Background: an optimization exercise with open tools, aiming at small area and a short achievable clock period. Do not read the settings as production practice. Only the layout flow was run in this run; the RTL was not checked for function there. No activity file was given, so power comes from the tool's default toggle rates.

==> flow/flow/run.sh <==
#!/bin/bash
# Own flow: the standard layout (standard.sh, unchanged synthesis and steps),
# with the port buffers that global placement inserts made as the smallest
# plain buffer instead of the default; repair then upsizes them where timing needs it.
set -euo pipefail
export BUFFER_PORTS_ARGS="-buffer_cell sky130_fd_sc_hd__buf_1"
bash standard.sh > standard_make.log 2>&1
==> flow/standard.sh <==
#!/bin/bash
# synth_recipe.tcl (not shown) runs the flow's synth.tcl, then flattens the netlist and writes it again
# the make line also repeats each setting of config.mk as NAME=value (left out here)
make -C /OpenROAD-flow-scripts/flow DESIGN_CONFIG=/design/flow/config.mk WORK_HOME=/design/flow/orfs CLKGATE_MAP_FILE= SYNTH_SCRIPT=/design/flow/synth_recipe.tcl "${@:-finish}"
==> flow/config.mk <==
export PLATFORM = sky130hd
export DESIGN_NAME = FIR_Top
export DESIGN_NICKNAME = FIR_Top
export VERILOG_FILES = /design/flow/design.v
export SDC_FILE = /design/flow/constraint.sdc
export NUM_CORES = 4
export LEC_CHECK = 0
export CAP_MARGIN = 20
export CORE_MARGIN = 2
export CORE_UTILIZATION = 60
export SETUP_SLACK_MARGIN = 4.2
export SLEW_MARGIN = 20
export SYNTH_HIERARCHICAL = 1
export SYNTH_MINIMUM_KEEP_SIZE = 0
export TNS_END_PERCENT = 0
==> flow/constraint.sdc <==
create_clock -name core_clock -period 9.5 [get_ports {clk}]
set_input_delay 1.9000 -clock core_clock [delete_from_list [all_inputs] [get_ports {clk}]]
set_output_delay 1.9000 -clock core_clock [all_outputs]
set_load 0.01 [all_outputs]
==> flow/design.v <==
`timescale 1ns/1ps
module half_adder(input a,b,output sum,carry);
  assign sum = a ^ b;
  assign carry = a & b;
endmodule
`timescale 1ns/1ps
module full_adder( output sum,carry, input a,b,c);
  wire w1, w2, w3;
  half_adder HA1(.a(a), .b(b), .sum(w1), .carry(w2));
  half_adder HA2(.a(w1), .b(c), .sum(sum), .carry(w3));
  or or1(carry, w2, w3);
endmodule
`timescale 1ns/1ps
module RCA_16bit(output cout, output [15:0] sum, input [15:0] a, b);
    wire [14:0] c;
    full_adder F0(.a(a[0]), .b(b[0]), .c(1'b0), .sum(sum[0]), .carry(c[0]));
    full_adder F1(.a(a[1]), .b(b[1]), .c(c[0]), .sum(sum[1]), .carry(c[1]));
    full_adder F2(.a(a[2]), .b(b[2]), .c(c[1]), .sum(sum[2]), .carry(c[2]));
    full_adder F3(.a(a[3]), .b(b[3]), .c(c[2]), .sum(sum[3]), .carry(c[3]));
    full_adder F4(.a(a[4]), .b(b[4]), .c(c[3]), .sum(sum[4]), .carry(c[4]));
    full_adder F5(.a(a[5]), .b(b[5]), .c(c[4]), .sum(sum[5]), .carry(c[5]));
    full_adder F6(.a(a[6]), .b(b[6]), .c(c[5]), .sum(sum[6]), .carry(c[6]));
    full_adder F7(.a(a[7]), .b(b[7]), .c(c[6]), .sum(sum[7]), .carry(c[7]));
    full_adder F8(.a(a[8]), .b(b[8]), .c(c[7]), .sum(sum[8]), .carry(c[8]));
    full_adder F9(.a(a[9]), .b(b[9]), .c(c[8]), .sum(sum[9]), .carry(c[9]));
    full_adder F10(.a(a[10]), .b(b[10]), .c(c[9]), .sum(sum[10]), .carry(c[10]));
    full_adder F11(.a(a[11]), .b(b[11]), .c(c[10]), .sum(sum[11]), .carry(c[11]));
    full_adder F12(.a(a[12]), .b(b[12]), .c(c[11]), .sum(sum[12]), .carry(c[12]));
    full_adder F13(.a(a[13]), .b(b[13]), .c(c[12]), .sum(sum[13]), .carry(c[13]));
    full_adder F14(.a(a[14]), .b(b[14]), .c(c[13]), .sum(sum[14]), .carry(c[14]));
    full_adder F15(.a(a[15]), .b(b[15]), .c(c[14]), .sum(sum[15]), .carry(cout));
endmodule
`timescale 1ns/1ps
module d_ff(input clk,input [15:0]d,output reg [15:0]q);
  always@(posedge clk)
      q<=d;       
endmodule         
`timescale 1ns / 1ps
module Braun_Multiplier(
    input [7:0] a, b,
    output [15:0] p
);
    wire [15:0] sum_0, sum_1, sum_2, sum_3, sum_4, sum_5, sum_6, sum_7;
    wire [7:0] partial_product[7:0];
    genvar i, j;
    generate
        for (i = 0; i < 8; i = i + 1) begin
            for (j = 0; j < 8; j = j + 1) begin
                assign partial_product[i][j] = a[i] & b[j];   
            end
        end
    endgenerate
    assign sum_0 = {8'b0, partial_product[0]};
    assign sum_1 = {partial_product[1], 1'b0} + sum_0;
    assign sum_2 = {partial_product[2], 2'b0} + sum_1;
    assign sum_3 = {partial_product[3], 3'b0} + sum_2;
    assign sum_4 = {partial_product[4], 4'b0} + sum_3;
    assign sum_5 = {partial_product[5], 5'b0} + sum_4;
    assign sum_6 = {partial_product[6], 6'b0} + sum_5;
    assign sum_7 = {partial_product[7], 7'b0} + sum_6;
    assign p = sum_7;
endmodule
module FIR_Top(input clk, input [7:0] Xin, H0, H1, H2, output reg [15:0] Yout);
  reg [15:0] Q1;
  reg [15:0] Q2;
  wire a1 = ~(Xin[0] & H2[0]);
  wire a2 = ~(Xin[0] & H2[1]);
  wire a3 = ~(Xin[0] & H2[2]);
  wire a4 = ~(Xin[0] & H2[3]);
  wire a5 = ~(Xin[0] & H2[4]);
  wire a6 = ~(Xin[0] & H2[5]);
  wire a7 = ~(Xin[0] & H2[6]);
  wire a8 = ~(Xin[0] & H2[7]);
  wire a9 = ~(Xin[1] & H2[0]);
  wire a10 = ~(Xin[1] & H2[1]);
  wire a11 = ~(Xin[1] & H2[2]);
  wire a12 = ~(Xin[1] & H2[3]);
  wire a13 = ~(Xin[1] & H2[4]);
  wire a14 = ~(Xin[1] & H2[5]);
  wire a15 = ~(Xin[1] & H2[6]);
  wire a16 = ~(Xin[1] & H2[7]);
  wire a17 = ~(Xin[2] & H2[0]);
  wire a18 = ~(Xin[2] & H2[1]);
  wire a19 = ~(Xin[2] & H2[2]);
  wire a20 = ~(Xin[2] & H2[3]);
  wire a21 = ~(Xin[2] & H2[4]);
  wire a22 = ~(Xin[2] & H2[5]);
  wire a23 = ~(Xin[2] & H2[6]);
  wire a24 = ~(Xin[2] & H2[7]);
  wire a25 = ~(Xin[3] & H2[0]);
  wire a26 = ~(Xin[3] & H2[1]);
  wire a27 = ~(Xin[3] & H2[2]);
  wire a28 = ~(Xin[3] & H2[3]);
  wire a29 = ~(Xin[3] & H2[4]);
  wire a30 = ~(Xin[3] & H2[5]);
  wire a31 = ~(Xin[3] & H2[6]);
  wire a32 = ~(Xin[3] & H2[7]);
  wire a33 = ~(Xin[4] & H2[0]);
  wire a34 = ~(Xin[4] & H2[1]);
  wire a35 = ~(Xin[4] & H2[2]);
  wire a36 = ~(Xin[4] & H2[3]);
  wire a37 = ~(Xin[4] & H2[4]);
  wire a38 = ~(Xin[4] & H2[5]);
  wire a39 = ~(Xin[4] & H2[6]);
  wire a40 = ~(Xin[4] & H2[7]);
  wire a41 = ~(Xin[5] & H2[0]);
  wire a42 = ~(Xin[5] & H2[1]);
  wire a43 = ~(Xin[5] & H2[2]);
  wire a44 = ~(Xin[5] & H2[3]);
  wire a45 = ~(Xin[5] & H2[4]);
  wire a46 = ~(Xin[5] & H2[5]);
  wire a47 = ~(Xin[5] & H2[6]);
  wire a48 = ~(Xin[5] & H2[7]);
  wire a49 = ~(Xin[6] & H2[0]);
  wire a50 = ~(Xin[6] & H2[1]);
  wire a51 = ~(Xin[6] & H2[2]);
  wire a52 = ~(Xin[6] & H2[3]);
  wire a53 = ~(Xin[6] & H2[4]);
  wire a54 = ~(Xin[6] & H2[5]);
  wire a55 = ~(Xin[6] & H2[6]);
  wire a56 = ~(Xin[6] & H2[7]);
  wire a57 = ~(Xin[7] & H2[0]);
  wire a58 = ~(Xin[7] & H2[1]);
  wire a59 = ~(Xin[7] & H2[2]);
  wire a60 = ~(Xin[7] & H2[3]);
  wire a61 = ~(Xin[7] & H2[4]);
  wire a62 = ~(Xin[7] & H2[5]);
  wire a63 = ~(Xin[7] & H2[6]);
  wire a64 = ~(Xin[7] & H2[7]);
  wire s65;
  fir_xnor2 u65 (.a(a7), .b(a14), .y(s65));
  wire c66;
  fir_or2 u66 (.a(a7), .b(a14), .y(c66));
  wire s67, c67;
  fir_fa u67 (.a(a8), .b(a15), .c(a22), .s(s67), .co(c67));
  wire s68;
  fir_xnor2 u68 (.a(a29), .b(a36), .y(s68));
  wire c69;
  fir_or2 u69 (.a(a29), .b(a36), .y(c69));
  wire s70, c70;
  fir_fa u70 (.a(a16), .b(a23), .c(a30), .s(s70), .co(c70));
  wire s71;
  fir_xnor2 u71 (.a(a37), .b(a44), .y(s71));
  wire c72;
  fir_or2 u72 (.a(a37), .b(a44), .y(c72));
  wire s73, c73;
  fir_fa u73 (.a(a24), .b(a31), .c(a38), .s(s73), .co(c73));
  wire s74;
  fir_xnor2 u74 (.a(a5), .b(a12), .y(s74));
  wire c75;
  fir_or2 u75 (.a(a5), .b(a12), .y(c75));
  wire s76, c76;
  fir_fa u76 (.a(a6), .b(a13), .c(a20), .s(s76), .co(c76));
  wire s77;
  fir_xnor2 u77 (.a(a27), .b(a34), .y(s77));
  wire c78;
  fir_or2 u78 (.a(a27), .b(a34), .y(c78));
  wire s79, c79;
  fir_fa u79 (.a(a21), .b(a28), .c(a35), .s(s79), .co(c79));
  wire s80, c80;
  fir_fa u80 (.a(a42), .b(a49), .c(s65), .s(s80), .co(c80));
  wire s81, c81;
  fir_fa u81 (.a(a43), .b(a50), .c(a57), .s(s81), .co(c81));
  wire s82, c82;
  fir_fa u82 (.a(c66), .b(s68), .c(s67), .s(s82), .co(c82));
  wire s83, c83;
  fir_fa u83 (.a(a51), .b(a58), .c(c69), .s(s83), .co(c83));
  wire s84, c84;
  fir_fa u84 (.a(s71), .b(c67), .c(s70), .s(s84), .co(c84));
  wire s85, c85;
  fir_fa u85 (.a(a45), .b(a52), .c(a59), .s(s85), .co(c85));
  wire s86, c86;
  fir_fa u86 (.a(c72), .b(c70), .c(s73), .s(s86), .co(c86));
  wire s87, c87;
  fir_fa u87 (.a(a32), .b(a39), .c(a46), .s(s87), .co(c87));
  wire s88, c88;
  fir_fa u88 (.a(a53), .b(a60), .c(c73), .s(s88), .co(c88));
  wire s89, c89;
  fir_fa u89 (.a(a40), .b(a47), .c(a54), .s(s89), .co(c89));
  wire s90;
  fir_xnor2 u90 (.a(a4), .b(a11), .y(s90));
  wire c91;
  fir_or2 u91 (.a(a4), .b(a11), .y(c91));
  wire s92, c92;
  fir_fa u92 (.a(a19), .b(a26), .c(a33), .s(s92), .co(c92));
  wire s93, c93;
  fir_fa u93 (.a(a41), .b(c75), .c(s77), .s(s93), .co(c93));
  wire s94, c94;
  fir_fa u94 (.a(c78), .b(c76), .c(s79), .s(s94), .co(c94));
  wire s95, c95;
  fir_fa u95 (.a(c79), .b(s81), .c(c80), .s(s95), .co(c95));
  wire s96, c96;
  fir_fa u96 (.a(c81), .b(s83), .c(c82), .s(s96), .co(c96));
  wire s97, c97;
  fir_fa u97 (.a(s85), .b(c83), .c(c84), .s(s97), .co(c97));
  wire s98, c98;
  fir_fa u98 (.a(c85), .b(s87), .c(c86), .s(s98), .co(c98));
  wire s99, c99;
  fir_fa u99 (.a(a61), .b(c87), .c(s89), .s(s99), .co(c99));
  wire s100, c100;
  fir_fa u100 (.a(a48), .b(a55), .c(a62), .s(s100), .co(c100));
  wire s101;
  fir_xnor2 u101 (.a(a3), .b(a10), .y(s101));
  wire c102;
  fir_or2 u102 (.a(a3), .b(a10), .y(c102));
  wire s103, c103;
  fir_fa u103 (.a(a18), .b(a25), .c(s90), .s(s103), .co(c103));
  wire s104, c104;
  fir_fa u104 (.a(c91), .b(s74), .c(s92), .s(s104), .co(c104));
  wire s105, c105;
  fir_fa u105 (.a(c92), .b(s76), .c(s93), .s(s105), .co(c105));
  wire s106, c106;
  fir_fa u106 (.a(c93), .b(s80), .c(s94), .s(s106), .co(c106));
  wire s107, c107;
  fir_fa u107 (.a(c94), .b(s82), .c(s95), .s(s107), .co(c107));
  wire s108, c108;
  fir_fa u108 (.a(s84), .b(c95), .c(s96), .s(s108), .co(c108));
  wire s109, c109;
  fir_fa u109 (.a(s86), .b(c96), .c(s97), .s(s109), .co(c109));
  wire s110, c110;
  fir_fa u110 (.a(s88), .b(c97), .c(s98), .s(s110), .co(c110));
  wire s111, c111;
  fir_fa u111 (.a(c88), .b(s99), .c(c98), .s(s111), .co(c111));
  wire s112, c112;
  fir_fa u112 (.a(c89), .b(s100), .c(c99), .s(s112), .co(c112));
  wire s113, c113;
  fir_fa u113 (.a(a56), .b(a63), .c(c100), .s(s113), .co(c113));
  wire s114;
  fir_xnor2 u114 (.a(a2), .b(a9), .y(s114));
  wire c115;
  fir_or2 u115 (.a(a2), .b(a9), .y(c115));
  wire s116, c116;
  fir_fa u116 (.a(s101), .b(a17), .c(c115), .s(s116), .co(c116));
  wire s117, c117;
  fir_fa u117 (.a(c102), .b(s103), .c(c116), .s(s117), .co(c117));
  wire s118, c118;
  fir_fa u118 (.a(c103), .b(s104), .c(c117), .s(s118), .co(c118));
  wire s119, c119;
  fir_fa u119 (.a(c104), .b(s105), .c(c118), .s(s119), .co(c119));
  wire p120;
  fir_xor2 u120 (.a(c105), .b(s106), .y(p120));
  wire g121;
  fir_nor2 u121 (.a(c105), .b(s106), .y(g121));
  wire p122;
  fir_xor2 u122 (.a(c106), .b(s107), .y(p122));
  wire g123;
  fir_nor2 u123 (.a(c106), .b(s107), .y(g123));
  wire p124;
  fir_xor2 u124 (.a(c107), .b(s108), .y(p124));
  wire g125;
  fir_nor2 u125 (.a(c107), .b(s108), .y(g125));
  wire p126;
  fir_xor2 u126 (.a(c108), .b(s109), .y(p126));
  wire g127;
  fir_nor2 u127 (.a(c108), .b(s109), .y(g127));
  wire p128;
  fir_xor2 u128 (.a(c109), .b(s110), .y(p128));
  wire g129;
  fir_nor2 u129 (.a(c109), .b(s110), .y(g129));
  wire p130;
  fir_xor2 u130 (.a(c110), .b(s111), .y(p130));
  wire g131;
  fir_nor2 u131 (.a(c110), .b(s111), .y(g131));
  wire p132;
  fir_xor2 u132 (.a(c111), .b(s112), .y(p132));
  wire g133;
  fir_nor2 u133 (.a(c111), .b(s112), .y(g133));
  wire p134;
  fir_xor2 u134 (.a(c112), .b(s113), .y(p134));
  wire g135;
  fir_nor2 u135 (.a(c112), .b(s113), .y(g135));
  wire p136;
  fir_xor2 u136 (.a(c113), .b(a64), .y(p136));
  wire g137;
  fir_nor2 u137 (.a(c113), .b(a64), .y(g137));
  wire G138 = g123 | (p122 & g121);
  wire P139 = p122 & p120;
  wire G140 = g127 | (p126 & g125);
  wire P141 = p126 & p124;
  wire G142 = g131 | (p130 & g129);
  wire P143 = p130 & p128;
  wire G144 = g135 | (p134 & g133);
  wire P145 = p134 & p132;
  wire G146 = 1'b0 | (1'b0 & g137);
  wire P147 = 1'b0 & p136;
  wire G148 = g125 | (p124 & G138);
  wire P149 = p124 & P139;
  wire G150 = G140 | (P141 & G138);
  wire P151 = P141 & P139;
  wire G152 = g133 | (p132 & G142);
  wire P153 = p132 & P143;
  wire G154 = G144 | (P145 & G142);
  wire P155 = P145 & P143;
  wire G156 = g129 | (p128 & G150);
  wire P157 = p128 & P151;
  wire G158 = G142 | (P143 & G150);
  wire P159 = P143 & P151;
  wire G160 = G152 | (P153 & G150);
  wire P161 = P153 & P151;
  wire G162 = G154 | (P155 & G150);
  wire P163 = P155 & P151;
  wire G164 = g137 | (p136 & G162);
  wire P165 = p136 & P163;
  wire G166 = G146 | (P147 & G162);
  wire P167 = P147 & P163;
  wire G168 = g121 | (p120 & ~c119);
  wire G169 = G138 | (P139 & ~c119);
  wire G170 = G148 | (P149 & ~c119);
  wire G171 = G150 | (P151 & ~c119);
  wire G172 = G156 | (P157 & ~c119);
  wire G173 = G158 | (P159 & ~c119);
  wire G174 = G160 | (P161 & ~c119);
  wire G175 = G162 | (P163 & ~c119);
  wire G176 = G164 | (P165 & ~c119);
  wire G177 = G166 | (P167 & ~c119);
  wire y178;
  fir_xnor2 u178 (.a(p120), .b(~c119), .y(y178));
  wire y179;
  fir_xnor2 u179 (.a(p122), .b(G168), .y(y179));
  wire y180;
  fir_xnor2 u180 (.a(p124), .b(G169), .y(y180));
  wire y181;
  fir_xnor2 u181 (.a(p126), .b(G170), .y(y181));
  wire y182;
  fir_xnor2 u182 (.a(p128), .b(G171), .y(y182));
  wire y183;
  fir_xnor2 u183 (.a(p130), .b(G172), .y(y183));
  wire y184;
  fir_xnor2 u184 (.a(p132), .b(G173), .y(y184));
  wire y185;
  fir_xnor2 u185 (.a(p134), .b(G174), .y(y185));
  wire y186;
  fir_xnor2 u186 (.a(p136), .b(G175), .y(y186));
  wire y187;
  fir_xnor2 u187 (.a(1'b0), .b(G176), .y(y187));
  wire a188 = ~(Xin[0] & H1[0]);
  wire a189 = ~(Xin[0] & H1[1]);
  wire a190 = ~(Xin[0] & H1[2]);
  wire a191 = ~(Xin[0] & H1[3]);
  wire a192 = ~(Xin[0] & H1[4]);
  wire a193 = ~(Xin[0] & H1[5]);
  wire a194 = ~(Xin[0] & H1[6]);
  wire a195 = ~(Xin[0] & H1[7]);
  wire a196 = ~(Xin[1] & H1[0]);
  wire a197 = ~(Xin[1] & H1[1]);
  wire a198 = ~(Xin[1] & H1[2]);
  wire a199 = ~(Xin[1] & H1[3]);
  wire a200 = ~(Xin[1] & H1[4]);
  wire a201 = ~(Xin[1] & H1[5]);
  wire a202 = ~(Xin[1] & H1[6]);
  wire a203 = ~(Xin[1] & H1[7]);
  wire a204 = ~(Xin[2] & H1[0]);
  wire a205 = ~(Xin[2] & H1[1]);
  wire a206 = ~(Xin[2] & H1[2]);
  wire a207 = ~(Xin[2] & H1[3]);
  wire a208 = ~(Xin[2] & H1[4]);
  wire a209 = ~(Xin[2] & H1[5]);
  wire a210 = ~(Xin[2] & H1[6]);
  wire a211 = ~(Xin[2] & H1[7]);
  wire a212 = ~(Xin[3] & H1[0]);
  wire a213 = ~(Xin[3] & H1[1]);
  wire a214 = ~(Xin[3] & H1[2]);
  wire a215 = ~(Xin[3] & H1[3]);
  wire a216 = ~(Xin[3] & H1[4]);
  wire a217 = ~(Xin[3] & H1[5]);
  wire a218 = ~(Xin[3] & H1[6]);
  wire a219 = ~(Xin[3] & H1[7]);
  wire a220 = ~(Xin[4] & H1[0]);
  wire a221 = ~(Xin[4] & H1[1]);
  wire a222 = ~(Xin[4] & H1[2]);
  wire a223 = ~(Xin[4] & H1[3]);
  wire a224 = ~(Xin[4] & H1[4]);
  wire a225 = ~(Xin[4] & H1[5]);
  wire a226 = ~(Xin[4] & H1[6]);
  wire a227 = ~(Xin[4] & H1[7]);
  wire a228 = ~(Xin[5] & H1[0]);
  wire a229 = ~(Xin[5] & H1[1]);
  wire a230 = ~(Xin[5] & H1[2]);
  wire a231 = ~(Xin[5] & H1[3]);
  wire a232 = ~(Xin[5] & H1[4]);
  wire a233 = ~(Xin[5] & H1[5]);
  wire a234 = ~(Xin[5] & H1[6]);
  wire a235 = ~(Xin[5] & H1[7]);
  wire a236 = ~(Xin[6] & H1[0]);
  wire a237 = ~(Xin[6] & H1[1]);
  wire a238 = ~(Xin[6] & H1[2]);
  wire a239 = ~(Xin[6] & H1[3]);
  wire a240 = ~(Xin[6] & H1[4]);
  wire a241 = ~(Xin[6] & H1[5]);
  wire a242 = ~(Xin[6] & H1[6]);
  wire a243 = ~(Xin[6] & H1[7]);
  wire a244 = ~(Xin[7] & H1[0]);
  wire a245 = ~(Xin[7] & H1[1]);
  wire a246 = ~(Xin[7] & H1[2]);
  wire a247 = ~(Xin[7] & H1[3]);
  wire a248 = ~(Xin[7] & H1[4]);
  wire a249 = ~(Xin[7] & H1[5]);
  wire a250 = ~(Xin[7] & H1[6]);
  wire a251 = ~(Xin[7] & H1[7]);
  wire s252;
  fir_xnor2 u252 (.a(Q1[5]), .b(a193), .y(s252));
  wire c253;
  fir_or2 u253 (.a(Q1[5]), .b(a193), .y(c253));
  wire s254, c254;
  fir_fa u254 (.a(Q1[6]), .b(a194), .c(a201), .s(s254), .co(c254));
  wire s255;
  fir_xnor2 u255 (.a(a208), .b(a215), .y(s255));
  wire c256;
  fir_or2 u256 (.a(a208), .b(a215), .y(c256));
  wire s257, c257;
  fir_fa u257 (.a(Q1[7]), .b(a195), .c(a202), .s(s257), .co(c257));
  wire s258, c258;
  fir_fa u258 (.a(a209), .b(a216), .c(a223), .s(s258), .co(c258));
  wire s259;
  fir_xnor2 u259 (.a(a230), .b(a237), .y(s259));
  wire c260;
  fir_or2 u260 (.a(a230), .b(a237), .y(c260));
  wire s261, c261;
  fir_fa u261 (.a(Q1[8]), .b(a203), .c(a210), .s(s261), .co(c261));
  wire s262, c262;
  fir_fa u262 (.a(a217), .b(a224), .c(a231), .s(s262), .co(c262));
  wire s263;
  fir_xnor2 u263 (.a(a238), .b(a245), .y(s263));
  wire c264;
  fir_or2 u264 (.a(a238), .b(a245), .y(c264));
  wire s265, c265;
  fir_fa u265 (.a(Q1[9]), .b(a211), .c(a218), .s(s265), .co(c265));
  wire s266, c266;
  fir_fa u266 (.a(a225), .b(a232), .c(a239), .s(s266), .co(c266));
  wire s267, c267;
  fir_fa u267 (.a(Q1[10]), .b(a219), .c(a226), .s(s267), .co(c267));
  wire s268;
  fir_xnor2 u268 (.a(Q1[3]), .b(a191), .y(s268));
  wire c269;
  fir_or2 u269 (.a(Q1[3]), .b(a191), .y(c269));
  wire s270, c270;
  fir_fa u270 (.a(Q1[4]), .b(a192), .c(a199), .s(s270), .co(c270));
  wire s271;
  fir_xnor2 u271 (.a(a206), .b(a213), .y(s271));
  wire c272;
  fir_or2 u272 (.a(a206), .b(a213), .y(c272));
  wire s273, c273;
  fir_fa u273 (.a(a200), .b(a207), .c(a214), .s(s273), .co(c273));
  wire s274, c274;
  fir_fa u274 (.a(a221), .b(a228), .c(s252), .s(s274), .co(c274));
  wire s275, c275;
  fir_fa u275 (.a(a222), .b(a229), .c(a236), .s(s275), .co(c275));
  wire s276, c276;
  fir_fa u276 (.a(c253), .b(s255), .c(s254), .s(s276), .co(c276));
  wire s277, c277;
  fir_fa u277 (.a(a244), .b(c256), .c(s259), .s(s277), .co(c277));
  wire s278, c278;
  fir_fa u278 (.a(c254), .b(s257), .c(s258), .s(s278), .co(c278));
  wire s279, c279;
  fir_fa u279 (.a(c260), .b(s263), .c(c257), .s(s279), .co(c279));
  wire s280, c280;
  fir_fa u280 (.a(c258), .b(s261), .c(s262), .s(s280), .co(c280));
  wire s281, c281;
  fir_fa u281 (.a(a246), .b(c264), .c(c261), .s(s281), .co(c281));
  wire s282, c282;
  fir_fa u282 (.a(c262), .b(s265), .c(s266), .s(s282), .co(c282));
  wire s283, c283;
  fir_fa u283 (.a(a233), .b(a240), .c(a247), .s(s283), .co(c283));
  wire s284, c284;
  fir_fa u284 (.a(c265), .b(c266), .c(s267), .s(s284), .co(c284));
  wire s285, c285;
  fir_fa u285 (.a(Q1[11]), .b(a227), .c(a234), .s(s285), .co(c285));
  wire s286, c286;
  fir_fa u286 (.a(a241), .b(a248), .c(c267), .s(s286), .co(c286));
  wire s287, c287;
  fir_fa u287 (.a(Q1[12]), .b(a235), .c(a242), .s(s287), .co(c287));
  wire s288;
  fir_xnor2 u288 (.a(Q1[2]), .b(a190), .y(s288));
  wire c289;
  fir_or2 u289 (.a(Q1[2]), .b(a190), .y(c289));
  wire s290, c290;
  fir_fa u290 (.a(a198), .b(a205), .c(a212), .s(s290), .co(c290));
  wire s291, c291;
  fir_fa u291 (.a(a220), .b(c269), .c(s271), .s(s291), .co(c291));
  wire s292, c292;
  fir_fa u292 (.a(c272), .b(c270), .c(s273), .s(s292), .co(c292));
  wire s293, c293;
  fir_fa u293 (.a(c273), .b(s275), .c(c274), .s(s293), .co(c293));
  wire s294, c294;
  fir_fa u294 (.a(c275), .b(s277), .c(c276), .s(s294), .co(c294));
  wire s295, c295;
  fir_fa u295 (.a(c277), .b(c278), .c(s279), .s(s295), .co(c295));
  wire s296, c296;
  fir_fa u296 (.a(c279), .b(c280), .c(s281), .s(s296), .co(c296));
  wire s297, c297;
  fir_fa u297 (.a(s283), .b(c281), .c(c282), .s(s297), .co(c297));
  wire s298, c298;
  fir_fa u298 (.a(c283), .b(s285), .c(c284), .s(s298), .co(c298));
  wire s299, c299;
  fir_fa u299 (.a(a249), .b(c285), .c(s287), .s(s299), .co(c299));
  wire s300, c300;
  fir_fa u300 (.a(Q1[13]), .b(a243), .c(a250), .s(s300), .co(c300));
  wire s301;
  fir_xnor2 u301 (.a(Q1[1]), .b(a189), .y(s301));
  wire c302;
  fir_or2 u302 (.a(Q1[1]), .b(a189), .y(c302));
  wire s303, c303;
  fir_fa u303 (.a(a197), .b(a204), .c(s288), .s(s303), .co(c303));
  wire s304, c304;
  fir_fa u304 (.a(c289), .b(s268), .c(s290), .s(s304), .co(c304));
  wire s305, c305;
  fir_fa u305 (.a(c290), .b(s270), .c(s291), .s(s305), .co(c305));
  wire s306, c306;
  fir_fa u306 (.a(c291), .b(s274), .c(s292), .s(s306), .co(c306));
  wire s307, c307;
  fir_fa u307 (.a(c292), .b(s276), .c(s293), .s(s307), .co(c307));
  wire s308, c308;
  fir_fa u308 (.a(s278), .b(c293), .c(s294), .s(s308), .co(c308));
  wire s309, c309;
  fir_fa u309 (.a(s280), .b(c294), .c(s295), .s(s309), .co(c309));
  wire s310, c310;
  fir_fa u310 (.a(s282), .b(c295), .c(s296), .s(s310), .co(c310));
  wire s311, c311;
  fir_fa u311 (.a(s284), .b(c296), .c(s297), .s(s311), .co(c311));
  wire s312, c312;
  fir_fa u312 (.a(s286), .b(c297), .c(s298), .s(s312), .co(c312));
  wire s313, c313;
  fir_fa u313 (.a(c286), .b(s299), .c(c298), .s(s313), .co(c313));
  wire s314, c314;
  fir_fa u314 (.a(c287), .b(s300), .c(c299), .s(s314), .co(c314));
  wire s315, c315;
  fir_fa u315 (.a(Q1[14]), .b(a251), .c(c300), .s(s315), .co(c315));
  wire s316;
  fir_xnor2 u316 (.a(Q1[0]), .b(a188), .y(s316));
  wire c317;
  fir_or2 u317 (.a(Q1[0]), .b(a188), .y(c317));
  wire s318, c318;
  fir_fa u318 (.a(s301), .b(a196), .c(c317), .s(s318), .co(c318));
  wire s319, c319;
  fir_fa u319 (.a(c302), .b(s303), .c(c318), .s(s319), .co(c319));
  wire s320, c320;
  fir_fa u320 (.a(c303), .b(s304), .c(c319), .s(s320), .co(c320));
  wire s321, c321;
  fir_fa u321 (.a(c304), .b(s305), .c(c320), .s(s321), .co(c321));
  wire s322, c322;
  fir_fa u322 (.a(c305), .b(s306), .c(c321), .s(s322), .co(c322));
  wire p323;
  fir_xor2 u323 (.a(c306), .b(s307), .y(p323));
  wire g324;
  fir_nor2 u324 (.a(c306), .b(s307), .y(g324));
  wire p325;
  fir_xor2 u325 (.a(c307), .b(s308), .y(p325));
  wire g326;
  fir_nor2 u326 (.a(c307), .b(s308), .y(g326));
  wire p327;
  fir_xor2 u327 (.a(c308), .b(s309), .y(p327));
  wire g328;
  fir_nor2 u328 (.a(c308), .b(s309), .y(g328));
  wire p329;
  fir_xor2 u329 (.a(c309), .b(s310), .y(p329));
  wire g330;
  fir_nor2 u330 (.a(c309), .b(s310), .y(g330));
  wire p331;
  fir_xor2 u331 (.a(c310), .b(s311), .y(p331));
  wire g332;
  fir_nor2 u332 (.a(c310), .b(s311), .y(g332));
  wire p333;
  fir_xor2 u333 (.a(c311), .b(s312), .y(p333));
  wire g334;
  fir_nor2 u334 (.a(c311), .b(s312), .y(g334));
  wire p335;
  fir_xor2 u335 (.a(c312), .b(s313), .y(p335));
  wire g336;
  fir_nor2 u336 (.a(c312), .b(s313), .y(g336));
  wire p337;
  fir_xor2 u337 (.a(c313), .b(s314), .y(p337));
  wire g338;
  fir_nor2 u338 (.a(c313), .b(s314), .y(g338));
  wire p339;
  fir_xor2 u339 (.a(c314), .b(s315), .y(p339));
  wire g340;
  fir_nor2 u340 (.a(c314), .b(s315), .y(g340));
  wire p341;
  fir_xor2 u341 (.a(c315), .b(Q1[15]), .y(p341));
  wire g342;
  fir_nor2 u342 (.a(c315), .b(Q1[15]), .y(g342));
  wire G343 = g326 | (p325 & g324);
  wire P344 = p325 & p323;
  wire G345 = g330 | (p329 & g328);
  wire P346 = p329 & p327;
  wire G347 = g334 | (p333 & g332);
  wire P348 = p333 & p331;
  wire G349 = g338 | (p337 & g336);
  wire P350 = p337 & p335;
  wire G351 = g342 | (p341 & g340);
  wire P352 = p341 & p339;
  wire G353 = g328 | (p327 & G343);
  wire P354 = p327 & P344;
  wire G355 = G345 | (P346 & G343);
  wire P356 = P346 & P344;
  wire G357 = g336 | (p335 & G347);
  wire P358 = p335 & P348;
  wire G359 = G349 | (P350 & G347);
  wire P360 = P350 & P348;
  wire G361 = g332 | (p331 & G355);
  wire P362 = p331 & P356;
  wire G363 = G347 | (P348 & G355);
  wire P364 = P348 & P356;
  wire G365 = G357 | (P358 & G355);
  wire P366 = P358 & P356;
  wire G367 = G359 | (P360 & G355);
  wire P368 = P360 & P356;
  wire G369 = g340 | (p339 & G367);
  wire P370 = p339 & P368;
  wire G371 = G351 | (P352 & G367);
  wire P372 = P352 & P368;
  wire G373 = g324 | (p323 & ~c322);
  wire G374 = G343 | (P344 & ~c322);
  wire G375 = G353 | (P354 & ~c322);
  wire G376 = G355 | (P356 & ~c322);
  wire G377 = G361 | (P362 & ~c322);
  wire G378 = G363 | (P364 & ~c322);
  wire G379 = G365 | (P366 & ~c322);
  wire G380 = G367 | (P368 & ~c322);
  wire G381 = G369 | (P370 & ~c322);
  wire G382 = G371 | (P372 & ~c322);
  wire y383;
  fir_xnor2 u383 (.a(p323), .b(~c322), .y(y383));
  wire y384;
  fir_xnor2 u384 (.a(p325), .b(G373), .y(y384));
  wire y385;
  fir_xnor2 u385 (.a(p327), .b(G374), .y(y385));
  wire y386;
  fir_xnor2 u386 (.a(p329), .b(G375), .y(y386));
  wire y387;
  fir_xnor2 u387 (.a(p331), .b(G376), .y(y387));
  wire y388;
  fir_xnor2 u388 (.a(p333), .b(G377), .y(y388));
  wire y389;
  fir_xnor2 u389 (.a(p335), .b(G378), .y(y389));
  wire y390;
  fir_xnor2 u390 (.a(p337), .b(G379), .y(y390));
  wire y391;
  fir_xnor2 u391 (.a(p339), .b(G380), .y(y391));
  wire y392;
  fir_xnor2 u392 (.a(p341), .b(G381), .y(y392));
  wire a393 = ~(Xin[0] & H0[0]);
  wire a394 = ~(Xin[0] & H0[1]);
  wire a395 = ~(Xin[0] & H0[2]);
  wire a396 = ~(Xin[0] & H0[3]);
  wire a397 = ~(Xin[0] & H0[4]);
  wire a398 = ~(Xin[0] & H0[5]);
  wire a399 = ~(Xin[0] & H0[6]);
  wire a400 = ~(Xin[0] & H0[7]);
  wire a401 = ~(Xin[1] & H0[0]);
  wire a402 = ~(Xin[1] & H0[1]);
  wire a403 = ~(Xin[1] & H0[2]);
  wire a404 = ~(Xin[1] & H0[3]);
  wire a405 = ~(Xin[1] & H0[4]);
  wire a406 = ~(Xin[1] & H0[5]);
  wire a407 = ~(Xin[1] & H0[6]);
  wire a408 = ~(Xin[1] & H0[7]);
  wire a409 = ~(Xin[2] & H0[0]);
  wire a410 = ~(Xin[2] & H0[1]);
  wire a411 = ~(Xin[2] & H0[2]);
  wire a412 = ~(Xin[2] & H0[3]);
  wire a413 = ~(Xin[2] & H0[4]);
  wire a414 = ~(Xin[2] & H0[5]);
  wire a415 = ~(Xin[2] & H0[6]);
  wire a416 = ~(Xin[2] & H0[7]);
  wire a417 = ~(Xin[3] & H0[0]);
  wire a418 = ~(Xin[3] & H0[1]);
  wire a419 = ~(Xin[3] & H0[2]);
  wire a420 = ~(Xin[3] & H0[3]);
  wire a421 = ~(Xin[3] & H0[4]);
  wire a422 = ~(Xin[3] & H0[5]);
  wire a423 = ~(Xin[3] & H0[6]);
  wire a424 = ~(Xin[3] & H0[7]);
  wire a425 = ~(Xin[4] & H0[0]);
  wire a426 = ~(Xin[4] & H0[1]);
  wire a427 = ~(Xin[4] & H0[2]);
  wire a428 = ~(Xin[4] & H0[3]);
  wire a429 = ~(Xin[4] & H0[4]);
  wire a430 = ~(Xin[4] & H0[5]);
  wire a431 = ~(Xin[4] & H0[6]);
  wire a432 = ~(Xin[4] & H0[7]);
  wire a433 = ~(Xin[5] & H0[0]);
  wire a434 = ~(Xin[5] & H0[1]);
  wire a435 = ~(Xin[5] & H0[2]);
  wire a436 = ~(Xin[5] & H0[3]);
  wire a437 = ~(Xin[5] & H0[4]);
  wire a438 = ~(Xin[5] & H0[5]);
  wire a439 = ~(Xin[5] & H0[6]);
  wire a440 = ~(Xin[5] & H0[7]);
  wire a441 = ~(Xin[6] & H0[0]);
  wire a442 = ~(Xin[6] & H0[1]);
  wire a443 = ~(Xin[6] & H0[2]);
  wire a444 = ~(Xin[6] & H0[3]);
  wire a445 = ~(Xin[6] & H0[4]);
  wire a446 = ~(Xin[6] & H0[5]);
  wire a447 = ~(Xin[6] & H0[6]);
  wire a448 = ~(Xin[6] & H0[7]);
  wire a449 = ~(Xin[7] & H0[0]);
  wire a450 = ~(Xin[7] & H0[1]);
  wire a451 = ~(Xin[7] & H0[2]);
  wire a452 = ~(Xin[7] & H0[3]);
  wire a453 = ~(Xin[7] & H0[4]);
  wire a454 = ~(Xin[7] & H0[5]);
  wire a455 = ~(Xin[7] & H0[6]);
  wire a456 = ~(Xin[7] & H0[7]);
  wire s457;
  fir_xnor2 u457 (.a(Q2[5]), .b(a398), .y(s457));
  wire c458;
  fir_or2 u458 (.a(Q2[5]), .b(a398), .y(c458));
  wire s459, c459;
  fir_fa u459 (.a(Q2[6]), .b(a399), .c(a406), .s(s459), .co(c459));
  wire s460;
  fir_xnor2 u460 (.a(a413), .b(a420), .y(s460));
  wire c461;
  fir_or2 u461 (.a(a413), .b(a420), .y(c461));
  wire s462, c462;
  fir_fa u462 (.a(Q2[7]), .b(a400), .c(a407), .s(s462), .co(c462));
  wire s463, c463;
  fir_fa u463 (.a(a414), .b(a421), .c(a428), .s(s463), .co(c463));
  wire s464;
  fir_xnor2 u464 (.a(a435), .b(a442), .y(s464));
  wire c465;
  fir_or2 u465 (.a(a435), .b(a442), .y(c465));
  wire s466, c466;
  fir_fa u466 (.a(Q2[8]), .b(a408), .c(a415), .s(s466), .co(c466));
  wire s467, c467;
  fir_fa u467 (.a(a422), .b(a429), .c(a436), .s(s467), .co(c467));
  wire s468;
  fir_xnor2 u468 (.a(a443), .b(a450), .y(s468));
  wire c469;
  fir_or2 u469 (.a(a443), .b(a450), .y(c469));
  wire s470, c470;
  fir_fa u470 (.a(Q2[9]), .b(a416), .c(a423), .s(s470), .co(c470));
  wire s471, c471;
  fir_fa u471 (.a(a430), .b(a437), .c(a444), .s(s471), .co(c471));
  wire s472, c472;
  fir_fa u472 (.a(Q2[10]), .b(a424), .c(a431), .s(s472), .co(c472));
  wire s473;
  fir_xnor2 u473 (.a(Q2[3]), .b(a396), .y(s473));
  wire c474;
  fir_or2 u474 (.a(Q2[3]), .b(a396), .y(c474));
  wire s475, c475;
  fir_fa u475 (.a(Q2[4]), .b(a397), .c(a404), .s(s475), .co(c475));
  wire s476;
  fir_xnor2 u476 (.a(a411), .b(a418), .y(s476));
  wire c477;
  fir_or2 u477 (.a(a411), .b(a418), .y(c477));
  wire s478, c478;
  fir_fa u478 (.a(a405), .b(a412), .c(a419), .s(s478), .co(c478));
  wire s479, c479;
  fir_fa u479 (.a(a426), .b(a433), .c(s457), .s(s479), .co(c479));
  wire s480, c480;
  fir_fa u480 (.a(a427), .b(a434), .c(a441), .s(s480), .co(c480));
  wire s481, c481;
  fir_fa u481 (.a(c458), .b(s460), .c(s459), .s(s481), .co(c481));
  wire s482, c482;
  fir_fa u482 (.a(a449), .b(c461), .c(s464), .s(s482), .co(c482));
  wire s483, c483;
  fir_fa u483 (.a(c459), .b(s462), .c(s463), .s(s483), .co(c483));
  wire s484, c484;
  fir_fa u484 (.a(c465), .b(s468), .c(c462), .s(s484), .co(c484));
  wire s485, c485;
  fir_fa u485 (.a(c463), .b(s466), .c(s467), .s(s485), .co(c485));
  wire s486, c486;
  fir_fa u486 (.a(a451), .b(c469), .c(c466), .s(s486), .co(c486));
  wire s487, c487;
  fir_fa u487 (.a(c467), .b(s470), .c(s471), .s(s487), .co(c487));
  wire s488, c488;
  fir_fa u488 (.a(a438), .b(a445), .c(a452), .s(s488), .co(c488));
  wire s489, c489;
  fir_fa u489 (.a(c470), .b(c471), .c(s472), .s(s489), .co(c489));
  wire s490, c490;
  fir_fa u490 (.a(Q2[11]), .b(a432), .c(a439), .s(s490), .co(c490));
  wire s491, c491;
  fir_fa u491 (.a(a446), .b(a453), .c(c472), .s(s491), .co(c491));
  wire s492, c492;
  fir_fa u492 (.a(Q2[12]), .b(a440), .c(a447), .s(s492), .co(c492));
  wire s493;
  fir_xnor2 u493 (.a(Q2[2]), .b(a395), .y(s493));
  wire c494;
  fir_or2 u494 (.a(Q2[2]), .b(a395), .y(c494));
  wire s495, c495;
  fir_fa u495 (.a(a403), .b(a410), .c(a417), .s(s495), .co(c495));
  wire s496, c496;
  fir_fa u496 (.a(a425), .b(c474), .c(s476), .s(s496), .co(c496));
  wire s497, c497;
  fir_fa u497 (.a(c477), .b(c475), .c(s478), .s(s497), .co(c497));
  wire s498, c498;
  fir_fa u498 (.a(c478), .b(s480), .c(c479), .s(s498), .co(c498));
  wire s499, c499;
  fir_fa u499 (.a(c480), .b(s482), .c(c481), .s(s499), .co(c499));
  wire s500, c500;
  fir_fa u500 (.a(c482), .b(c483), .c(s484), .s(s500), .co(c500));
  wire s501, c501;
  fir_fa u501 (.a(c484), .b(c485), .c(s486), .s(s501), .co(c501));
  wire s502, c502;
  fir_fa u502 (.a(s488), .b(c486), .c(c487), .s(s502), .co(c502));
  wire s503, c503;
  fir_fa u503 (.a(c488), .b(s490), .c(c489), .s(s503), .co(c503));
  wire s504, c504;
  fir_fa u504 (.a(a454), .b(c490), .c(s492), .s(s504), .co(c504));
  wire s505, c505;
  fir_fa u505 (.a(Q2[13]), .b(a448), .c(a455), .s(s505), .co(c505));
  wire s506;
  fir_xnor2 u506 (.a(Q2[1]), .b(a394), .y(s506));
  wire c507;
  fir_or2 u507 (.a(Q2[1]), .b(a394), .y(c507));
  wire s508, c508;
  fir_fa u508 (.a(a402), .b(a409), .c(s493), .s(s508), .co(c508));
  wire s509, c509;
  fir_fa u509 (.a(c494), .b(s473), .c(s495), .s(s509), .co(c509));
  wire s510, c510;
  fir_fa u510 (.a(c495), .b(s475), .c(s496), .s(s510), .co(c510));
  wire s511, c511;
  fir_fa u511 (.a(c496), .b(s479), .c(s497), .s(s511), .co(c511));
  wire s512, c512;
  fir_fa u512 (.a(c497), .b(s481), .c(s498), .s(s512), .co(c512));
  wire s513, c513;
  fir_fa u513 (.a(s483), .b(c498), .c(s499), .s(s513), .co(c513));
  wire s514, c514;
  fir_fa u514 (.a(s485), .b(c499), .c(s500), .s(s514), .co(c514));
  wire s515, c515;
  fir_fa u515 (.a(s487), .b(c500), .c(s501), .s(s515), .co(c515));
  wire s516, c516;
  fir_fa u516 (.a(s489), .b(c501), .c(s502), .s(s516), .co(c516));
  wire s517, c517;
  fir_fa u517 (.a(s491), .b(c502), .c(s503), .s(s517), .co(c517));
  wire s518, c518;
  fir_fa u518 (.a(c491), .b(s504), .c(c503), .s(s518), .co(c518));
  wire s519, c519;
  fir_fa u519 (.a(c492), .b(s505), .c(c504), .s(s519), .co(c519));
  wire s520, c520;
  fir_fa u520 (.a(Q2[14]), .b(a456), .c(c505), .s(s520), .co(c520));
  wire s521;
  fir_xnor2 u521 (.a(Q2[0]), .b(a393), .y(s521));
  wire c522;
  fir_or2 u522 (.a(Q2[0]), .b(a393), .y(c522));
  wire y523 = ~s521;
  wire s524, c524;
  fir_fa u524 (.a(s506), .b(a401), .c(c522), .s(s524), .co(c524));
  wire y525 = ~s524;
  wire s526, c526;
  fir_fa u526 (.a(c507), .b(s508), .c(c524), .s(s526), .co(c526));
  wire y527 = ~s526;
  wire s528, c528;
  fir_fa u528 (.a(c508), .b(s509), .c(c526), .s(s528), .co(c528));
  wire y529 = ~s528;
  wire s530, c530;
  fir_fa u530 (.a(c509), .b(s510), .c(c528), .s(s530), .co(c530));
  wire y531 = ~s530;
  wire s532, c532;
  fir_fa u532 (.a(c510), .b(s511), .c(c530), .s(s532), .co(c532));
  wire y533 = ~s532;
  wire p534;
  fir_xor2 u534 (.a(c511), .b(s512), .y(p534));
  wire g535;
  fir_nor2 u535 (.a(c511), .b(s512), .y(g535));
  wire p536;
  fir_xor2 u536 (.a(c512), .b(s513), .y(p536));
  wire g537;
  fir_nor2 u537 (.a(c512), .b(s513), .y(g537));
  wire p538;
  fir_xor2 u538 (.a(c513), .b(s514), .y(p538));
  wire g539;
  fir_nor2 u539 (.a(c513), .b(s514), .y(g539));
  wire p540;
  fir_xor2 u540 (.a(c514), .b(s515), .y(p540));
  wire g541;
  fir_nor2 u541 (.a(c514), .b(s515), .y(g541));
  wire p542;
  fir_xor2 u542 (.a(c515), .b(s516), .y(p542));
  wire g543;
  fir_nor2 u543 (.a(c515), .b(s516), .y(g543));
  wire p544;
  fir_xor2 u544 (.a(c516), .b(s517), .y(p544));
  wire g545;
  fir_nor2 u545 (.a(c516), .b(s517), .y(g545));
  wire p546;
  fir_xor2 u546 (.a(c517), .b(s518), .y(p546));
  wire g547;
  fir_nor2 u547 (.a(c517), .b(s518), .y(g547));
  wire p548;
  fir_xor2 u548 (.a(c518), .b(s519), .y(p548));
  wire g549;
  fir_nor2 u549 (.a(c518), .b(s519), .y(g549));
  wire p550;
  fir_xor2 u550 (.a(c519), .b(s520), .y(p550));
  wire g551;
  fir_nor2 u551 (.a(c519), .b(s520), .y(g551));
  wire p552;
  fir_xor2 u552 (.a(c520), .b(Q2[15]), .y(p552));
  wire g553;
  fir_nor2 u553 (.a(c520), .b(Q2[15]), .y(g553));
  wire G554 = g537 | (p536 & g535);
  wire P555 = p536 & p534;
  wire G556 = g541 | (p540 & g539);
  wire P557 = p540 & p538;
  wire G558 = g545 | (p544 & g543);
  wire P559 = p544 & p542;
  wire G560 = g549 | (p548 & g547);
  wire P561 = p548 & p546;
  wire G562 = g553 | (p552 & g551);
  wire P563 = p552 & p550;
  wire G564 = g539 | (p538 & G554);
  wire P565 = p538 & P555;
  wire G566 = G556 | (P557 & G554);
  wire P567 = P557 & P555;
  wire G568 = g547 | (p546 & G558);
  wire P569 = p546 & P559;
  wire G570 = G560 | (P561 & G558);
  wire P571 = P561 & P559;
  wire G572 = g543 | (p542 & G566);
  wire P573 = p542 & P567;
  wire G574 = G558 | (P559 & G566);
  wire P575 = P559 & P567;
  wire G576 = G568 | (P569 & G566);
  wire P577 = P569 & P567;
  wire G578 = G570 | (P571 & G566);
  wire P579 = P571 & P567;
  wire G580 = g551 | (p550 & G578);
  wire P581 = p550 & P579;
  wire G582 = G562 | (P563 & G578);
  wire P583 = P563 & P579;
  wire G584 = g535 | (p534 & ~c532);
  wire G585 = G554 | (P555 & ~c532);
  wire G586 = G564 | (P565 & ~c532);
  wire G587 = G566 | (P567 & ~c532);
  wire G588 = G572 | (P573 & ~c532);
  wire G589 = G574 | (P575 & ~c532);
  wire G590 = G576 | (P577 & ~c532);
  wire G591 = G578 | (P579 & ~c532);
  wire G592 = G580 | (P581 & ~c532);
  wire G593 = G582 | (P583 & ~c532);
  wire y594;
  fir_xor2 u594 (.a(p534), .b(~c532), .y(y594));
  wire y595;
  fir_xor2 u595 (.a(p536), .b(G584), .y(y595));
  wire y596;
  fir_xor2 u596 (.a(p538), .b(G585), .y(y596));
  wire y597;
  fir_xor2 u597 (.a(p540), .b(G586), .y(y597));
  wire y598;
  fir_xor2 u598 (.a(p542), .b(G587), .y(y598));
  wire y599;
  fir_xor2 u599 (.a(p544), .b(G588), .y(y599));
  wire y600;
  fir_xor2 u600 (.a(p546), .b(G589), .y(y600));
  wire y601;
  fir_xor2 u601 (.a(p548), .b(G590), .y(y601));
  wire y602;
  fir_xor2 u602 (.a(p550), .b(G591), .y(y602));
  wire y603;
  fir_xor2 u603 (.a(p552), .b(G592), .y(y603));
  always @(posedge clk) begin
    Q1 <= {y187, y186, y185, y184, y183, y182, y181, y180, y179, y178, s119, s118, s117, s116, s114, a1};
    Q2 <= {y392, y391, y390, y389, y388, y387, y386, y385, y384, y383, s322, s321, s320, s319, s318, s316};
    Yout <= {y603, y602, y601, y600, y599, y598, y597, y596, y595, y594, y533, y531, y529, y527, y525, y523};
  end
endmodule
module fir_fa(input a, b, c, output s, co);
  assign s = a ^ b ^ c;
  assign co = (a & b) | (a & c) | (b & c);
endmodule
module fir_nor2(input a, b, output y);
  assign y = ~(a | b);
endmodule
module fir_or2(input a, b, output y);
  assign y = a | b;
endmodule
module fir_xnor2(input a, b, output y);
  assign y = ~(a ^ b);
endmodule
module fir_xor2(input a, b, output y);
  assign y = a ^ b;
endmodule
==> run summary <==
STA:
- Across the routed clock network, the largest skew measured is 0.00898 ns.
- The max-slew violation count is 0.
- The final critical path time including I/O delays and setup is 5.18 ns.
- The worst slew margin relative to its limit is 0.667.
- Across all hold checks on the routed design, the worst slack comes to 0.471 ns.
- The number of hold-slack violations in the final timing report is 0.
- The maximum clock frequency is 193 MHz.
- Setup violations remaining at the end of the flow were counted as 0.
- The total negative slack for setup checks is 0 ns.
- For the pin with the worst max-slew slack, the measured transition is 0.498 ns.
- Setup repair after global routing could not meet its margin everywhere.
- The period utilization is 0.545.

GRT:
- The global-route usage over all layers is 0.245.
- The via count of the first global-routing pass was 4709.
- The first global-routing pass estimated 22000 um of wire.
- Summed over all layers, the global routing overflow is 0.
- The initial antenna violation count is 0.
- Entering global routing, the biggest net connects 25 pins.

Placed design:
- In this run, placement finished with an instance count of 803.
- The sum of net half-perimeters after detailed placement is 9470 um.
- The number of buffers added on ports is 48.
- Routability-driven placement finished with a final weighted congestion of 0.846.

Flow run:
- The total of max-cap violations is 0.

Cells and area:
- The sequential cells in the finished layout cover a total of 961 um2.
- The area growth from synthesis to layout is 8.36%.
- The non-filler instance count after layout is 814.
- 0 antenna diodes ended up in the layout.
- The number of fillers in the final layout is 888.
- The share of post-route cells with drive strength above 1 is 0.0782.
- The area taken by multi-input logic gates is 0.00521 mm2.
- After the last flow step, the layout net total stands at 855.

Clock network:
- The cell sitting at the root of the clock tree is a sky130_fd_sc_hd__clkbuf_8.
- The clock-pin transition on the worst setup and hold timing paths is 0.10 ns.
- The number of sinks driven by the clock tree is 48.
- The later pin in the worst-skew pair is clocked with a latency of 0.31 ns.
- The H-tree was split into 2 levels.
- The clock passes through at most 2 buffers.
- The clock tree from TritonCTS is yes.
- In this run, CTS created clock tree buffers numbering 5.

Floorplan:
- The floorplan die width is 106 um.
- The floorplan has 37 rows.
- The initial utilization of the core area, before any placement, comes to 0.615.
- The region available for standard cell placement spans 0.0102 mm2.
- The count of pins on the block boundary is 49.
- The floorplan die area is 0.0113 mm2.
- Measured along the y axis, the die boundary spans 106 um.

Power:
- Overall power consumption after layout is estimated at 2.64 mW.
- The power per unit of standard cell area is 387 mW/mm2.
- Across the VDD grid, the largest voltage drop is 0.000357 V.
- The standby leakage power is 2.49 nW.

Route:
- The number of DRC markers in iteration 0 is 217.
- The average wire length per cell after detail routing is 15.0 um.
- The routed via count is 4378.
- The routed wire length is 12200 um.
- The average vias per placed instance is 5.38.
- Once detail routing completed, the nets flagged for antenna violations numbered 0.
- The detailed-route DRC error count is 0.
- The first detailed-routing pass took 4 iterations.

Worst setup path:
- Data arrives at the worst endpoint at 5.43 ns.
- The worst path required time is 9.75 ns.
- The peak per-stage delay on the critical path is 0.46 ns.
- The worst setup path is launched from a primary input.
- The peak fanout along the critical path is 12.
- The type of element capturing the critical path is a flip-flop.
- Traced cell by cell, the critical path runs through clkbuf_2, buf_12, nand2_1, xnor2_1, fa_1, fa_1, fa_1, fa_1, fa_1, nand3b_1, nand2_2, a41oi_4, o21bai_1, xor2_1.
- The most numerous cell on the critical path is sky130_fd_sc_hd__fa_1.
- Among cell families on the critical path, the largest total delay comes from adder cells.
- The number of buffers and inverters on the critical path is 2.
- The critical setup path kind is primary input to flip-flop.
- The critical path's slowest cell is sky130_fd_sc_hd__fa_1.

Synthesis:
- When the netlist entered floorplanning its net count stood at 829.
- The share of the Yosys chip area taken by registers is 0.153.
- The unique cell type count in the Yosys netlist is 23.
- A synthesized cell averages 9.66 um2.
- The number of instances in the synthesized netlist is 651.
- The area of the mapped netlist is 0.00629 mm2.
- The yosys synthesis warning count is 7.
- The flip-flop and latch count after synthesis is 48.

Outcome:
- The run finished with no timing, DRC or antenna violations.

Worst hold path:
- The worst hold-check path type is flip-flop to flip-flop.
[timing repair]
| action | in CTS | in global routing |
|---|---|---|
| hold buffers | 0 | 0 |
| setup buffers | 0 | 2 |
| setup endpoints to repair | 0 | 16 |
| gates resized for setup | 0 | 32 |
[routing by layer]
| layer | up-vias | global-route usage | routed length [um] |
|---|---|---|---|
| met2 | 100 | 0.421 | 6190 |
| met5 | - | 0 | 0 |
| met1 | 2244 | 0.336 | 5360 |
| li1 | 2022 | - | - |
| met4 | 0 | 0.0470 | 98 |
| met3 | 12 | 0.0349 | 581 |
[cell usage in the layout (no fill, tap or decap), types with 2 or more instances in the layout]
cell type | synthesis | routed
sky130_fd_sc_hd__nand2_1 | 204 | 204
sky130_fd_sc_hd__fa_1 | 145 | 143
sky130_fd_sc_hd__dfxtp_1 | 48 | 48
sky130_fd_sc_hd__xnor2_1 | 46 | 45
sky130_fd_sc_hd__buf_1 | 16 | 38
sky130_fd_sc_hd__xor2_1 | 39 | 32
sky130_fd_sc_hd__nor2_1 | 27 | 27
sky130_fd_sc_hd__or2_1 | 26 | 26
sky130_fd_sc_hd__inv_1 | 15 | 15
sky130_fd_sc_hd__clkbuf_2 | 0 | 10
sky130_fd_sc_hd__a21o_1 | 9 | 9
sky130_fd_sc_hd__a21oi_1 | 9 | 9
sky130_fd_sc_hd__a21oi_2 | 6 | 6
sky130_fd_sc_hd__nand3_1 | 6 | 6
sky130_fd_sc_hd__o21ai_1 | 9 | 6
sky130_fd_sc_hd__xor2_2 | 0 | 6
sky130_fd_sc_hd__clkbuf_8 | 0 | 6
sky130_fd_sc_hd__buf_4 | 0 | 5
sky130_fd_sc_hd__nand3b_1 | 3 | 3
sky130_fd_sc_hd__nand2_2 | 3 | 3
sky130_fd_sc_hd__a41oi_4 | 3 | 3
sky130_fd_sc_hd__nand2b_1 | 3 | 3
sky130_fd_sc_hd__o21ai_0 | 3 | 3
sky130_fd_sc_hd__o21bai_1 | 3 | 3
sky130_fd_sc_hd__nand4_1 | 3 | 3
sky130_fd_sc_hd__o21ai_2 | 0 | 3
sky130_fd_sc_hd__buf_6 | 0 | 3
sky130_fd_sc_hd__fa_2 | 0 | 2
[sequential cells by signal (all words and copies together) (netlist names)]
name	cells
Q2	16
Q1	16
Yout	16
[Yosys stat by module, one instance, submodules excluded]
module	cell area, um2	cells	flops+latches
FIR_Top	2380	368	48
fir_fa	20.0	1	0
fir_xnor2	8.76	1	0
fir_xor2	8.76	1	0
fir_or2	6.26	1	0
fir_nor2	3.75	1	0
[cells by family after synthesis]
logic type | count (synthesis) | synth area share
other cells | 1 | 0.000596
flops | 48 | 0.153
fa+ha+maj | 145 | 0.462
compound gates | 42 | 0.0525
buf+inv | 55 | 0.0328
xor+xnor | 85 | 0.118
simple gates | 275 | 0.181
[final timing paths]
| kind | from | endpoint | slack [ns] | cells past startpoint |
|---|---|---|---|---|
| max | Xin[0] | Yout[14] | 4.32 | 14 |
| min | Q1[0] | Q2[0] | 0.47 | 1 |
| max reg2reg | Q2[2] | Yout[14] | 5.98 | 11 |
| min reg2reg | Q1[0] | Q2[0] | 0.47 | 1 |
[worst reg2reg max path, cell delays in order (launching register included)]
cell	delay, ns
sky130_fd_sc_hd__dfxtp_1	0.33
sky130_fd_sc_hd__xnor2_1	0.19
sky130_fd_sc_hd__fa_1	0.46
sky130_fd_sc_hd__fa_1	0.44
sky130_fd_sc_hd__fa_1	0.40
sky130_fd_sc_hd__fa_1	0.38
sky130_fd_sc_hd__fa_1	0.38
sky130_fd_sc_hd__nand3b_1	0.18
sky130_fd_sc_hd__nand2_2	0.13
sky130_fd_sc_hd__a41oi_4	0.20
sky130_fd_sc_hd__o21bai_1	0.23
sky130_fd_sc_hd__xor2_1	0.15
[stage by stage]
stage,area [um2],setup slack (ns),util
6_report,6810,4.32,0.666
5_1_grt,6810,4.17,0.666
4_1_cts,6640,4.23,0.649
3_5_place_dp,6550,3.89,0.640
3_3_place_gp,6550,4.00,0.640
2_1_floorplan,6290,4.25,-
[layout make-up]
cell class                      instances  share of cell area
Clock buffer                            7              0.0127
Timing Repair Buffer                   59              0.0476
Inverter                               15             0.00826
Tap cell                              136              0.0250
Clock inverter                          1             0.00110
Multi-Input combinational cell        548               0.764
Sequential cell                        48               0.141
[where the power goes]
group	switching [mW]	total [mW]	internal, mW	leakage [nW]
registers	0.0485	0.391	0.342	0.405
clock network	0.0755	0.135	0.0594	0.0445
logic	1.18	2.11	0.931	2.04
total	1.30	2.64	1.33	2.49
[synth_stat cells]
library cell | number | area, um2
sky130_fd_sc_hd__nand2_1 | 204 | 766
sky130_fd_sc_hd__fa_1 | 145 | 2900
sky130_fd_sc_hd__dfxtp_1 | 48 | 961
sky130_fd_sc_hd__xnor2_1 | 46 | 403
sky130_fd_sc_hd__xor2_1 | 39 | 342
sky130_fd_sc_hd__nor2_1 | 27 | 101
sky130_fd_sc_hd__or2_1 | 26 | 163
sky130_fd_sc_hd__clkbuf_1 | 24 | 90.1
sky130_fd_sc_hd__buf_1 | 16 | 60.1
sky130_fd_sc_hd__inv_1 | 15 | 56.3
sky130_fd_sc_hd__a21o_1 | 9 | 67.6
sky130_fd_sc_hd__a21oi_1 | 9 | 45.0
sky130_fd_sc_hd__o21ai_1 | 9 | 45.0
sky130_fd_sc_hd__a21oi_2 | 6 | 52.6
sky130_fd_sc_hd__nand3_1 | 6 | 30.0
sky130_fd_sc_hd__a41oi_4 | 3 | 82.6
sky130_fd_sc_hd__nand2_2 | 3 | 18.8
sky130_fd_sc_hd__nand2b_1 | 3 | 18.8
sky130_fd_sc_hd__nand3b_1 | 3 | 22.5
sky130_fd_sc_hd__nand4_1 | 3 | 18.8
sky130_fd_sc_hd__o21ai_0 | 3 | 15.0
sky130_fd_sc_hd__o21bai_1 | 3 | 22.5
sky130_fd_sc_hd__conb_1 | 1 | 3.75

-- separate check: timing with driven ports --
In the flow no input, the clock included, has a driving cell. The finished layout below was timed again as built, in two steps.
Step 1 assumes that a clkbuf_16 drives the clock port and a buf_2 every other input.
Step 2 also shifts input and output timing later by t, the mid clock arrival at the registers, as if the neighbouring blocks saw the same clock.
Slacks: no drivers / after step 1 / after step 2; pairs: no drivers / after step 1.
t (ns): 0.342
setup WS [ns]: 4.323 / 4.333 / 3.992
worst setup path at the end: input to register
slew at the worst register clock pin (ns): 0.10 / 0.10
After both steps this run still meets setup and hold. For this run, drivers alone change the setup slack by +0.010 ns; drivers and shift together by -0.331 ns.
